Source: an optimization exercise on an open RTL-to-GDS flow (aim: small area). Production flows keep margins and buffers that such runs may drop.
Function was checked by simulation only, so behaviour that the tests miss may differ from the original.
Power is estimated from default activity; no workload was simulated.

Design pong, start of the top module:
module pong(
output vga_h_sync, vga_v_sync,
output [3:0] vga_R, vga_G, vga_B,
input clk,
input btnL,
input btnR,
input reset,
input [9:0] start_x,      
input [8:0] start_y,
input start_dir_x,
input start_dir_y,
input [8:0] start_paddle  
);
export LEC_CHECK = 0
export CAP_MARGIN = 20
export CORE_MARGIN = 2
export CORE_UTILIZATION = 60
export CTS_BUF_LIST = sky130_fd_sc_hd__clkbuf_8
export SLEW_MARGIN = 20
create_clock -name core_clock -period 10.0 [get_ports {clk}]
standard.sh (not shown) runs the stock make flow with config.mk's settings and CLKGATE_MAP_FILE= SYNTH_SCRIPT=/design/flow/synth_recipe.tcl, a recipe that flattens the netlist after the stock synthesis.
==> flow/flow/run.sh <==
#!/bin/bash
# The standard layout (the standard.sh, its synthesis unchanged), with
# three changes: the port buffers are the smallest buffer, clock tree
# synthesis adds no dummy loads, and the constant outputs share one tie cell.
set -euo pipefail
bash standard.sh \
  BUFFER_PORTS_ARGS="-buffer_cell sky130_fd_sc_hd__buf_1" \
  CTS_ARGS="-sink_clustering_enable -repair_clock_nets -buf_list sky130_fd_sc_hd__clkbuf_8 -dont_use_dummy_load" \
  SKIP_REPAIR_TIE_FANOUT=1 \
  finish > flow_make.log 2>&1
Rerun with:
==> flow/run.sh (new file) <==
#!/bin/bash
# synth_recipe.tcl (not shown) runs the flow's synth.tcl, then flattens the netlist and writes it again
# the make line also repeats each setting of config.mk as NAME=value (left out here)
make -C /OpenROAD-flow-scripts/flow DESIGN_CONFIG=/design/flow/config.mk WORK_HOME=/design/flow/orfs CLKGATE_MAP_FILE= SYNTH_SCRIPT=/design/flow/synth_recipe.tcl finish
removed: flow/flow/run.sh
removed: flow/standard.sh
The changed run passed the timing, design-rule and antenna checks.
Via count rose by 1.4%.
Clock power is higher by about 40%.
Setup slack is worse by 0.93 ns.
Register-to-register slack improved by 0.06 ns.
Die area does not change.
Routed wire length went down by about 1.4%.
Rerun with:
==> flow/flow/run.sh (new file) <==
#!/bin/bash
# The standard layout (the standard.sh, its synthesis unchanged), with two
# changes: the port buffers are the smallest buffer, and clock tree synthesis
# adds no dummy loads.
set -euo pipefail
bash standard.sh \
  BUFFER_PORTS_ARGS="-buffer_cell sky130_fd_sc_hd__buf_1" \
  CTS_ARGS="-sink_clustering_enable -repair_clock_nets -buf_list sky130_fd_sc_hd__clkbuf_8 -dont_use_dummy_load" \
  finish > flow_make.log 2>&1
==> flow/standard.sh (new file) <==
#!/bin/bash
# synth_recipe.tcl (not shown) runs the flow's synth.tcl, then flattens the netlist and writes it again
# the make line also repeats each setting of config.mk as NAME=value (left out here)
make -C /OpenROAD-flow-scripts/flow DESIGN_CONFIG=/design/flow/config.mk WORK_HOME=/design/flow/orfs CLKGATE_MAP_FILE= SYNTH_SCRIPT=/design/flow/synth_recipe.tcl "${@:-finish}"
--- a/flow/config.mk
+++ b/flow/config.mk
@@ -7,3 +7,3 @@
 export LEC_CHECK = 0
-export CAP_MARGIN = 20
+export CAP_MARGIN = 0
 export CORE_MARGIN = 2
@@ -11,2 +11,2 @@
 export CTS_BUF_LIST = sky130_fd_sc_hd__clkbuf_8
-export SLEW_MARGIN = 20
+export SLEW_MARGIN = 0
removed: flow/run.sh
Outcome: The changed run finished with timing, DRC and antenna clean; worst setup slack improves by 0.83 ns; final cell count drops by 0.79%; routed wire length barely changes; non-clock buffer count climbs by 2; combinational power drops by about 9%; total power drops by 11%; design area drops by 5.5%; via count drops by about 1.4%; core utilization drops by 3.8 points; worst hold slack degrades by 0.014 ns; global-route usage climbs by 0.41 points.
Rerun with:
--- a/flow/config.mk
+++ b/flow/config.mk
@@ -7,3 +7,3 @@
 export LEC_CHECK = 0
-export CAP_MARGIN = 0
+export CAP_MARGIN = 20
 export CORE_MARGIN = 2
@@ -11,2 +11,2 @@
 export CTS_BUF_LIST = sky130_fd_sc_hd__clkbuf_8
-export SLEW_MARGIN = 0
+export SLEW_MARGIN = 20
=> Synthesized area does not change. Setup slack is unchanged. Via count stays the same.

* * *

Another version of the RTL of pong (not shown whole).
Size: about 560 cells after synthesis, about 95 flip-flops, roughly 48 I/O pins, roughly 5300 um2 of cells after synthesis.
==> flow/config.mk <==
export PLATFORM = sky130hd
export DESIGN_NAME = pong
export DESIGN_NICKNAME = pong
export VERILOG_FILES = /design/flow/design.v
export SDC_FILE = /design/flow/constraint.sdc
export NUM_CORES = 4
export LEC_CHECK = 0
export CAP_MARGIN = 20
export CORE_MARGIN = 2
export CORE_UTILIZATION = 60
export CTS_BUF_LIST = sky130_fd_sc_hd__clkbuf_8
export SLEW_MARGIN = 20
==> flow/constraint.sdc <==
create_clock -name core_clock -period 10.0 [get_ports {clk}]
set_input_delay 2.0000 -clock core_clock [delete_from_list [all_inputs] [get_ports {clk}]]
set_output_delay 2.0000 -clock core_clock [all_outputs]
set_load 0.01 [all_outputs]
run.sh (not shown) runs the stock make flow with config.mk's settings and CLKGATE_MAP_FILE= SYNTH_SCRIPT=/design/flow/synth_recipe.tcl, a recipe that flattens the netlist after the stock synthesis.
Stock flow here: none of the scripts above is used.
The baseline completed with no timing, DRC or antenna violations.
Next try:
==> flow/flow/run.sh (new file) <==
#!/bin/bash
# The standard layout (the standard.sh, its synthesis unchanged), with two
# changes: the port buffers are the smallest buffer, and clock tree synthesis
# adds no dummy loads.
set -euo pipefail
bash standard.sh \
  BUFFER_PORTS_ARGS="-buffer_cell sky130_fd_sc_hd__buf_1" \
  CTS_ARGS="-sink_clustering_enable -repair_clock_nets -buf_list sky130_fd_sc_hd__clkbuf_8 -dont_use_dummy_load" \
  finish > flow_make.log 2>&1
==> flow/standard.sh (new file) <==
#!/bin/bash
# synth_recipe.tcl (not shown) runs the flow's synth.tcl, then flattens the netlist and writes it again
# the make line also repeats each setting of config.mk as NAME=value (left out here)
make -C /OpenROAD-flow-scripts/flow DESIGN_CONFIG=/design/flow/config.mk WORK_HOME=/design/flow/orfs CLKGATE_MAP_FILE= SYNTH_SCRIPT=/design/flow/synth_recipe.tcl "${@:-finish}"
removed: flow/run.sh
=>
- first-iteration DRC count went down by a quarter to a third
- setup slack gains 74 ps
- via count rises slightly
- fmax went up slightly
- clock skew went up by 17 ps
- cell area went down by a few percent
- routed wire length climbs slightly
- die area is unchanged
- synthesized area is unchanged
- register-to-register slack improved by 70 ps
- total power decreases by a little under a tenth

==> re-timing with driven ports <==
How much do the figures lean on ideal ports? The routed layouts below were timed once more, with nothing changed but the port constraints.
Step 1 assumes that a clkbuf_16 drives the clock port and a buf_2 every other input.
Step 2 adds t to the input delays and takes it off the output delays; t is the mean of the earliest and latest rising clock arrival at the registers after step 1. Input paths then give back, and output paths get back, about the clock's delay inside the block.
a / b / c = ideal / step 1 / step 2; a / b = the first two.
run | shift t [ns] | setup slack, ns | hold slack, ns | clock arrival spread, ns | worst data-port slew with drivers (ns)
the first run of note 1 | 0.380 | 3.802 / 3.814 / 3.435 | 0.464 / 0.464 / 0.464 | 0.032 / 0.033 | 0.04
the second run of note 1 | 0.386 | 2.870 / 2.876 / 2.490 | 0.481 / 0.481 / 0.481 | 0.017 / 0.018 | 0.04
the third run of note 1 | 0.380 | 3.702 / 3.715 / 3.335 | 0.467 / 0.467 / 0.467 | 0.030 / 0.030 | 0.03
the fourth run of note 1 | 0.380 | 3.702 / 3.715 / 3.335 | 0.467 / 0.467 / 0.467 | 0.030 / 0.030 | 0.03
the first run of note 2 | 0.392 | 4.966 / 4.966 / 4.966 | 0.459 / 0.459 / 0.459 | 0.014 / 0.014 | 0.04
the second run of note 2 | 0.392 | 5.040 / 5.040 / 5.040 | 0.459 / 0.459 / 0.459 | 0.031 / 0.032 | 0.04
After both steps setup and hold are still met in every run listed. For the second run of note 1, which loses most, drivers alone change the setup slack by +0.006 ns; drivers and shift together by -0.380 ns.
